What follows belongs to an exercise in optimizing a design on an open flow for small area, a short achievable clock period and few clock cycles per item; a production flow would make more cautious choices. No functional check of the RTL was part of any run shown here.

## flow/design.v (module list and top-level ports; edited modules follow where they fit)
// module tanh: 1642 lines
// module tanh_fa: 4 lines
// module tanh_ha: 4 lines
module tanh (
    input  clk,
    input  rst,
    input  [13:0] i_x,
    input  i_valid,
    output o_ready,
    output [13:0] o_fx,
    output o_valid,
    input  i_ready
);
  // ...
==> flow/run.sh <==
#!/bin/bash
# synth_recipe.tcl (not shown) runs the flow's synth.tcl, then flattens the netlist and writes it again
# the make line also repeats each setting of config.mk as NAME=value (left out here)
make -C /OpenROAD-flow-scripts/flow DESIGN_CONFIG=/design/flow/config.mk WORK_HOME=/design/flow/orfs CLKGATE_MAP_FILE= SYNTH_SCRIPT=/design/flow/synth_recipe.tcl finish
==> flow/config.mk <==
export PLATFORM = sky130hd
export DESIGN_NAME = tanh
export DESIGN_NICKNAME = tanh
export VERILOG_FILES = /design/flow/design.v
export SDC_FILE = /design/flow/constraint.sdc
export NUM_CORES = 4
export LEC_CHECK = 0
export CAP_MARGIN = 20
export CORE_MARGIN = 2
export CORE_UTILIZATION = 40
export SETUP_SLACK_MARGIN = 4.5
export SLEW_MARGIN = 20
export SYNTH_HIERARCHICAL = 1
export SYNTH_MINIMUM_KEEP_SIZE = 0
==> flow/constraint.sdc <==
create_clock -name core_clock -period 8.0 [get_ports {clk}]
set_input_delay 1.6000 -clock core_clock [delete_from_list [all_inputs] [get_ports {clk}]]
set_output_delay 1.6000 -clock core_clock [all_outputs]
set_load 0.01 [all_outputs]
==> results.txt, run 1 <==
Initial Util = 0.402
Bufs w/o clock = 372
Vias in the first global route = 25300
Clock buffer count = 68
R2r startpoint = dx_one[0]
Post-CTS setup buffers = 296
Synth Flop Type = edfxtp_1
Finished Cell Area = 46300 sq um
RSZ-0062 raised after global routing = true
Placed Area = 41000 sq um
Syn. warnings = 7
Met3 wire length = 3.77 mm
Max Cap Violations = 0
Status = no timing/DRC/antenna violations
Critical path destination = m6_hc
Max FFs per register = 15
Multi-input combinational area share = 0.467
Crit path cell chain = buf_4, a22oi_2, xnor2_1, ha_1, fa_1, fa_1, fa_1, ha_1, nand4_1, nor3_1, or3_1
Tmin final = 3670 ps
Area share of the largest cell type after synthesis = 0.420
DRT iter0 DRCs = 1447
Core Util, Final = 0.471
==> run 2: changes to the inputs <==
--- a/flow/design.v
+++ b/flow/design.v
@@ -16,4 +16,4 @@
 logic [0:0] m1_hc;
-logic [13:0] m1_ha;
-logic [13:0] m1_hb;
+logic [15:0] m1_ha;
+logic [15:0] m1_hb;
 logic [13:0] x_s1;
@@ -27,4 +27,4 @@
 logic [0:0] m2_hc;
-logic [13:0] m2_ha;
-logic [13:0] m2_hb;
+logic [15:0] m2_ha;
+logic [15:0] m2_hb;
 logic [13:0] x_s4;
@@ -37,4 +37,4 @@
 logic [0:0] m3_hc;
-logic [13:0] m3_ha;
-logic [13:0] m3_hb;
+logic [15:0] m3_ha;
+logic [15:0] m3_hb;
 logic [13:0] x_s6;
@@ -47,4 +47,4 @@
 logic [0:0] m4_hc;
-logic [13:0] m4_ha;
-logic [13:0] m4_hb;
+logic [15:0] m4_ha;
+logic [15:0] m4_hb;
 logic [13:0] x_s8;
@@ -57,4 +57,4 @@
 logic [0:0] m5_hc;
-logic [13:0] m5_ha;
-logic [13:0] m5_hb;
+logic [15:0] m5_ha;
+logic [15:0] m5_hb;
 logic [13:0] x_s10;
@@ -65,4 +65,4 @@
 logic [0:0] m6_hc;
-logic [13:0] m6_ha;
-logic [13:0] m6_hb;
+logic [15:0] m6_ha;
+logic [15:0] m6_hb;
 logic v0, v1, v2, v3, v4, v5, v6, v7, v8, v9, v10, v11, v12;
@@ -295,5 +295,5 @@
 wire [25:0] m1_rb = {m1_c_157, m1_c_156, m1_c_155, m1_c_154, m1_c_153, m1_c_152, m1_c_151, m1_c_150, m1_c_149, m1_c_148, m1_c_147, m1_c_146, m1_c_145, m1_c_144, m1_c_143, m1_c_142, m1_c_141, m1_c_140, m1_c_139, m1_c_138, m1_c_137, x0[2], 1'b0, x0[1], 1'b0, 1'b0};
-wire [12:0] m1_lo = m1_ra[11:0] + m1_rb[11:0];
-wire [13:0] m1_full = m1_ha + m1_hb + {13'd0, m1_hc};
-wire [13:0] m1_sum = m1_full[13:0];
+wire [10:0] m1_lo = m1_ra[9:0] + m1_rb[9:0];
+wire [15:0] m1_full = m1_ha + m1_hb + {15'd0, m1_hc};
+wire [13:0] m1_sum = m1_full[15:2];
 wire m2a_pp_158 = ~(q_s2[0]);
@@ -520,5 +520,5 @@
 wire [25:0] m2_rb = {1'b0, 1'b0, 1'b0, 1'b0, m2_c_314, m2_c_312, m2_c_310, m2_c_308, m2_c_307, m2_c_306, m2_c_305, m2_c_304, m2_c_303, m2_c_302, m2_c_301, m2_c_300, m2_c_299, m2_c_298, m2_c_297, m2_c_296, m2_c_295, m2_c_294, m2_c_293, d1_neg[1], 1'b0, d1_neg[0]};
-wire [12:0] m2_lo = m2_ra[11:0] + m2_rb[11:0];
-wire [13:0] m2_full = m2_ha + m2_hb + {13'd0, m2_hc};
-wire [13:0] m2_sum = m2_full[13:0];
+wire [10:0] m2_lo = m2_ra[9:0] + m2_rb[9:0];
+wire [15:0] m2_full = m2_ha + m2_hb + {15'd0, m2_hc};
+wire [13:0] m2_sum = m2_full[15:2];
 wire [9:0] m2_r = m2_sum[9:0];
@@ -752,5 +752,5 @@
 wire [25:0] m3_rb = {1'b0, 1'b0, m3_c_479, m3_c_477, m3_c_476, m3_c_475, m3_c_474, m3_c_473, m3_c_472, m3_c_471, m3_c_470, m3_c_469, m3_c_468, m3_c_467, m3_c_466, m3_c_465, m3_c_464, m3_c_463, m3_c_462, m3_c_461, m3_c_460, m3_c_459, m3_c_458, d2_neg[1], 1'b0, d2_neg[0]};
-wire [12:0] m3_lo = m3_ra[11:0] + m3_rb[11:0];
-wire [13:0] m3_full = m3_ha + m3_hb + {13'd0, m3_hc};
-wire [13:0] m3_sum = m3_full[13:0];
+wire [10:0] m3_lo = m3_ra[9:0] + m3_rb[9:0];
+wire [15:0] m3_full = m3_ha + m3_hb + {15'd0, m3_hc};
+wire [13:0] m3_sum = m3_full[15:2];
 wire [10:0] m3_r = m3_sum[10:0];
@@ -977,5 +977,5 @@
 wire [25:0] m4_rb = {1'b0, 1'b0, m4_c_639, m4_c_637, m4_c_636, m4_c_634, m4_c_633, m4_c_632, m4_c_631, m4_c_630, m4_c_629, m4_c_628, m4_c_627, m4_c_626, m4_c_625, m4_c_624, m4_c_623, m4_c_622, m4_c_621, m4_c_620, m4_c_619, m4_c_618, m4_c_617, d3_neg[1], 1'b0, d3_neg[0]};
-wire [12:0] m4_lo = m4_ra[11:0] + m4_rb[11:0];
-wire [13:0] m4_full = m4_ha + m4_hb + {13'd0, m4_hc};
-wire [13:0] m4_sum = m4_full[13:0];
+wire [10:0] m4_lo = m4_ra[9:0] + m4_rb[9:0];
+wire [15:0] m4_full = m4_ha + m4_hb + {15'd0, m4_hc};
+wire [13:0] m4_sum = m4_full[15:2];
 wire [12:0] m4_r = m4_sum[12:0];
@@ -1256,5 +1256,5 @@
 wire [25:0] m5_rb = {m5_c_832, m5_c_831, m5_c_829, m5_c_828, m5_c_827, m5_c_826, m5_c_825, m5_c_824, m5_c_823, m5_c_822, m5_c_821, m5_c_820, m5_c_819, m5_c_818, m5_c_817, m5_c_816, m5_c_815, m5_c_814, m5_c_813, m5_c_812, m5_c_811, m5_c_810, m5_c_809, d4_neg[1], 1'b0, d4_neg[0]};
-wire [12:0] m5_lo = m5_ra[11:0] + m5_rb[11:0];
-wire [13:0] m5_full = m5_ha + m5_hb + {13'd0, m5_hc};
-wire [13:0] m5_sum = m5_full[13:0];
+wire [10:0] m5_lo = m5_ra[9:0] + m5_rb[9:0];
+wire [15:0] m5_full = m5_ha + m5_hb + {15'd0, m5_hc};
+wire [13:0] m5_sum = m5_full[15:2];
 wire [13:0] m5_r = m5_sum[13:0];
@@ -1553,5 +1553,5 @@
 wire [25:0] m6_rb = {m6_c_1036, m6_c_1034, m6_c_1033, m6_c_1032, m6_c_1031, m6_c_1030, m6_c_1029, m6_c_1028, m6_c_1027, m6_c_1026, m6_c_1025, m6_c_1024, m6_c_1023, m6_c_1022, m6_c_1021, m6_c_1020, m6_c_1019, m6_c_1018, m6_c_1017, m6_c_1016, m6_c_1015, m6_c_1014, m6_c_1013, dx_neg[1], 1'b0, dx_neg[0]};
-wire [12:0] m6_lo = m6_ra[11:0] + m6_rb[11:0];
-wire [13:0] m6_full = m6_ha + m6_hb + {13'd0, m6_hc};
-wire [13:0] m6_sum = m6_full[13:0];
+wire [10:0] m6_lo = m6_ra[9:0] + m6_rb[9:0];
+wire [15:0] m6_full = m6_ha + m6_hb + {15'd0, m6_hc};
+wire [13:0] m6_sum = m6_full[15:2];
 wire [13:0] fres = m6_sum;
@@ -1576,5 +1576,5 @@
         x0 <= i_x;
-        m1_hc <= m1_lo[12:12];
-        m1_ha <= m1_ra[25:12];
-        m1_hb <= m1_rb[25:12];
+        m1_hc <= m1_lo[10:10];
+        m1_ha <= m1_ra[25:10];
+        m1_hb <= m1_rb[25:10];
         x_s1 <= x0;
@@ -1587,5 +1587,5 @@
         x_s3 <= x_s2;
-        m2_hc <= m2_lo[12:12];
-        m2_ha <= m2_ra[25:12];
-        m2_hb <= m2_rb[25:12];
+        m2_hc <= m2_lo[10:10];
+        m2_ha <= m2_ra[25:10];
+        m2_hb <= m2_rb[25:10];
         x_s4 <= x_s3;
@@ -1597,5 +1597,5 @@
         q_s5 <= q_s4;
-        m3_hc <= m3_lo[12:12];
-        m3_ha <= m3_ra[25:12];
-        m3_hb <= m3_rb[25:12];
+        m3_hc <= m3_lo[10:10];
+        m3_ha <= m3_ra[25:10];
+        m3_hb <= m3_rb[25:10];
         x_s6 <= x_s5;
@@ -1607,5 +1607,5 @@
         q_s7 <= q_s6;
-        m4_hc <= m4_lo[12:12];
-        m4_ha <= m4_ra[25:12];
-        m4_hb <= m4_rb[25:12];
+        m4_hc <= m4_lo[10:10];
+        m4_ha <= m4_ra[25:10];
+        m4_hb <= m4_rb[25:10];
         x_s8 <= x_s7;
@@ -1617,5 +1617,5 @@
         q_s9 <= q_s8;
-        m5_hc <= m5_lo[12:12];
-        m5_ha <= m5_ra[25:12];
-        m5_hb <= m5_rb[25:12];
+        m5_hc <= m5_lo[10:10];
+        m5_ha <= m5_ra[25:10];
+        m5_hb <= m5_rb[25:10];
         x_s10 <= x_s9;
@@ -1625,5 +1625,5 @@
         dx_neg <= dx_neg_w;
-        m6_hc <= m6_lo[12:12];
-        m6_ha <= m6_ra[25:12];
-        m6_hb <= m6_rb[25:12];
+        m6_hc <= m6_lo[10:10];
+        m6_ha <= m6_ra[25:10];
+        m6_hb <= m6_rb[25:10];
     end
==> run 2 against run 1 <==
Against the previous run: still clean; critical path depth up 2; critical path type unchanged; hold slack better by 0.57 ps; register-to-register slack improved by 280 ps; flip-flop and latch count up 24.
==> results.txt, run 2 <==
Status = no timing/DRC/antenna violations (unchanged)
Nets = 3887 (was 3953)
Critical Path Source Type = flip-flop (unchanged)
Post-synth EDFFs = 576 (was 552)
Routed wire per std cell = 16.8 um (was 17.3 um)
Commonest non-fill, non-tap cell in the layout = edfxtp_1 (unchanged)
Maximum clock frequency = 295 MHz (was 273 MHz)
Placed insts = 4202 (was 4210)
Maximum clock insertion buffer count = 3 (unchanged)
FP Rows = 115 (unchanged)
CTS buffer count = 69 (was 61)
First-pass GRT wire length = 126 mm (was 134 mm)
Fraction of registers with async set/reset = 0 (unchanged)
Synth Flop Type = edfxtp_1 (unchanged)
Final setup TNS = 0 ps (unchanged)
Area contributors post-synth = edfxtp_1 (43%), fa_1 (16%), ha_1 (9.6%) (was edfxtp_1 (42%), fa_1 (16%), ha_1 (9.5%))
Synth Cell Area = 39800 sq um (was 39500 sq um)
WS Path Type = reg -> reg (unchanged)
Drt drc = 0 (unchanged)
Peak fanout along the critical path = 4 (was 6)
Antenna viol nets, final = 0 (unchanged)
Vias after detailed routing = 23900 (was 24100)
Worst-margin pin slew = 1040 ps (was 989 ps)
Non-Filler Instances = 4593 (was 4652)
RSZ-0062 raised after global routing = true (unchanged)
Post-synth top area cell = edfxtp_1 (unchanged)
Syn. warnings = 7 (unchanged)
#FFs+latches synth = 593 (was 569)
Clock latency (worst-skew pair) = 630 ps (was 660 ps)
Critical path endpoint category = flip-flop (unchanged)
Initial antenna violation count = 0 (unchanged)
Hold WC Path Type = reg -> reg (unchanged)
Finished Cell Area = 46000 sq um (was 46300 sq um)
Worst reg-to-reg setup slack = 4610 ps (was 4330 ps)
Syn_nets = 3705 (was 3724)
Mean Syn Cell Area = 13.0 sq um (was 12.8 sq um)
Fin crit share = 0.423 (was 0.459)
Pin count of the biggest net entering global routing = 171 (was 177)
Critical path arrival = 3890 ps (was 4060 ps)
Gr ovfl total = 0 (unchanged)
Die area = 102000 sq um (was 101000 sq um)
Clock Skew = 31.4 ps (was 26.5 ps)
CTS H-tree lvls = 3 (was 2)
CP required = 8500 ps (was 8400 ps)
Seq/Total Area, Yosys = 0.443 (was 0.429)
Number of I/O pins = 34 (unchanged)
Routed vias/inst = 5.19 (about the same)
# hold bufs at CTS = 0 (unchanged)
TritonCTS clock tree = yes (unchanged)
Count leader, synth = edfxtp_1 (unchanged)
Relative slew margins = 0.310 (was 0.340)
Fillcell total = 8719 (was 8749)
Worst setup slack after placement = 4330 ps (was 4080 ps)
DRT iter0 DRCs = 1417 (was 1447)
Area share of the largest cell type after synthesis = 0.434 (was 0.420)
Clock sinks = 593 (was 569)
Max Cap Violations = 0 (unchanged)
Commonest cells after routing, fill and taps aside = edfxtp_1 (576), xnor2_1 (426), a22oi_1 (367) (was edfxtp_1 (552), xnor2_1 (398), fa_1 (315))
Distinct cells, synth = 61 (was 69)
Placed Area = 41200 sq um (was 41000 sq um)
Vias in the first global route = 23800 (was 25300)
Pre-antenna DRT Iters = 5 (was 6)
Post-synth top cells = edfxtp_1 (576), xnor2_1 (427), a22oi_1 (367), fa_1 (310), ha_1 (305) (was edfxtp_1 (552), xnor2_1 (419), a22oi_1 (367), fa_1 (322), ha_1 (299))
Number of endpoints failing setup at the final stage = 0 (unchanged)
Slew Limit Fails = 0 (unchanged)
HPWL after DPL = 51.0 mm (was 52.2 mm)
WL final = 77.0 mm (was 80.6 mm)
GP Congestion = 0.803 (was 0.822)
Final setup margin = 4610 ps (was 4330 ps)
Port Buffers = 33 (unchanged)
Core ar. = 98600 sq um (was 98100 sq um)
Initial Util = 0.404 (was 0.402)
DIE WIDTH = 320 um (was 318 um)
Worst-path clk slew = 60 ps (about the same)
Tot GR Track Use = 0.150 (was 0.161)
Cells after Synth = 3072 (was 3085)
Share of cells above drive strength 1 = 0.131 (was 0.175)
# diodes = 0 (unchanged)
Tmin final = 3390 ps (was 3670 ps)
Die H = 320 um (was 318 um)
Final Hold Vio Count = 0 (unchanged)
CTS root buf = clkbuf_16 (unchanged)
Layout area overhead = 15.6% (was 17.2%)
==> run 2: cell count changes in the layout (fill, tap and decap cells not counted), moves of 21 or more <==
cell / previous run / this run
inv_1: 215 / 172
xnor2_1: 398 / 426
edfxtp_1: 552 / 576
a22oi_1: 307 / 367
xnor2_2: 22 / 1
buf_4: 300 / 243
a22oi_2: 61 / 0
==> run 2: per-module statistics from Yosys, one instance, submodules excluded <==
module	cell area (sq um)	cells inside
tanh	32600	2678
tanh_fa	20.0	1
tanh_ha	12.5	1
==> run 2: what timing repair did <==
action,in CTS,in global routing
buffers inserted,27,241
pin swaps,1,1
endpoints found under the setup margin,15,37
gates resized for setup,2,7
==> run 2: per-layer routing <==
layer,global-route usage,vias to the layer above,part of all wire
li1,-,11300,-
met1,0.199,12000,0.44
met2,0.253,468,0.49
met3,0.0238,104,0.046
met4,0.0451,0,0.021
met5,0,-,0
==> run 2: metrics by stage <==
step	hold slack, ps	utilization
floorplan	400	-
global placement	400	0.418
detailed placement	405	0.418
CTS	413	0.444
global route	419	0.467
finish	413	0.467
==> run 2: cell type report <==
cell class	count	area, sq um	area share
Clock buffer	81	1790	0.0389
Clock inverter	42	472	0.0102
Inverter	173	649	0.0141
Multi-Input combinational cell	2098	20900	0.453
Sequential cell	593	17600	0.383
Tap cell	1287	1610	0.0350
Timing Repair Buffer	319	3020	0.0655
==> run 2: path summary, 6_finish.rpt <==
kind / startpoint / endpoint / cells past startpoint
worst max-delay path: q_s2[8] / d1_two[2] / 13
worst min-delay path: q_s4[7] / q_s5[7] / 0
worst max register to register: q_s2[8] / d1_two[2] / 13
worst min register to register: q_s4[7] / q_s5[7] / 0
==> run 2: kinds of logic (layout without fill, tap and decap cells) <==
logic type,Yosys count,count (layout),synth area share
adders and majority gates,615,615,0.252
AOI/OAI and AO/OA,607,607,0.108
DFF,593,593,0.443
xor gates and xnor gates,488,488,0.107
buffers and inverters,381,615,0.0359
and+or+nand+nor,344,344,0.0426
muxes,44,44,0.0118
==> run 2: worst max-delay path, cell delays in order (launching register included) <==
cell and delay, ps:
edfxtp_1 380, inv_1 110, ha_1 240, ha_1 290, a21o_1 180, a211o_1 340, o21ai_4 210, o21ai_2 130
nor2_2 170, xnor2_1 140, ha_2 230, or4b_2 590, mux2i_1 150, a211o_1 110

what the ideal ports hide:
No port has a modelled driver above. Below, the same layouts with a new extraction and two added sets of constraints. Step 1 assumes that a clkbuf_16 drives the clock port and a buf_2 every other input. Step 2 times the ports against the registers' clock, not the clock port: input delays grow and output delays shrink by t, the midpoint of the rising clock arrivals with the driver on. Slacks: no drivers / after step 1 / after step 2; pairs: no drivers / after step 1.
run	shift t [ns]	slack for setup (ns)	worst hold slack (ns)	worst slew at a driven data input, ns	cell pins on the clock port's net
run 1	0.716	4.332 / 4.332 / 4.291	0.413 / 0.413 / 0.413	0.04	1
run 2	0.674	4.613 / 4.613 / 4.345	0.413 / 0.413 / 0.413	0.04	1
After both steps every run listed still meets setup and hold. The setup slack of run 2, which loses most, moves by 0.000 ns with the drivers and by -0.268 ns with both steps.
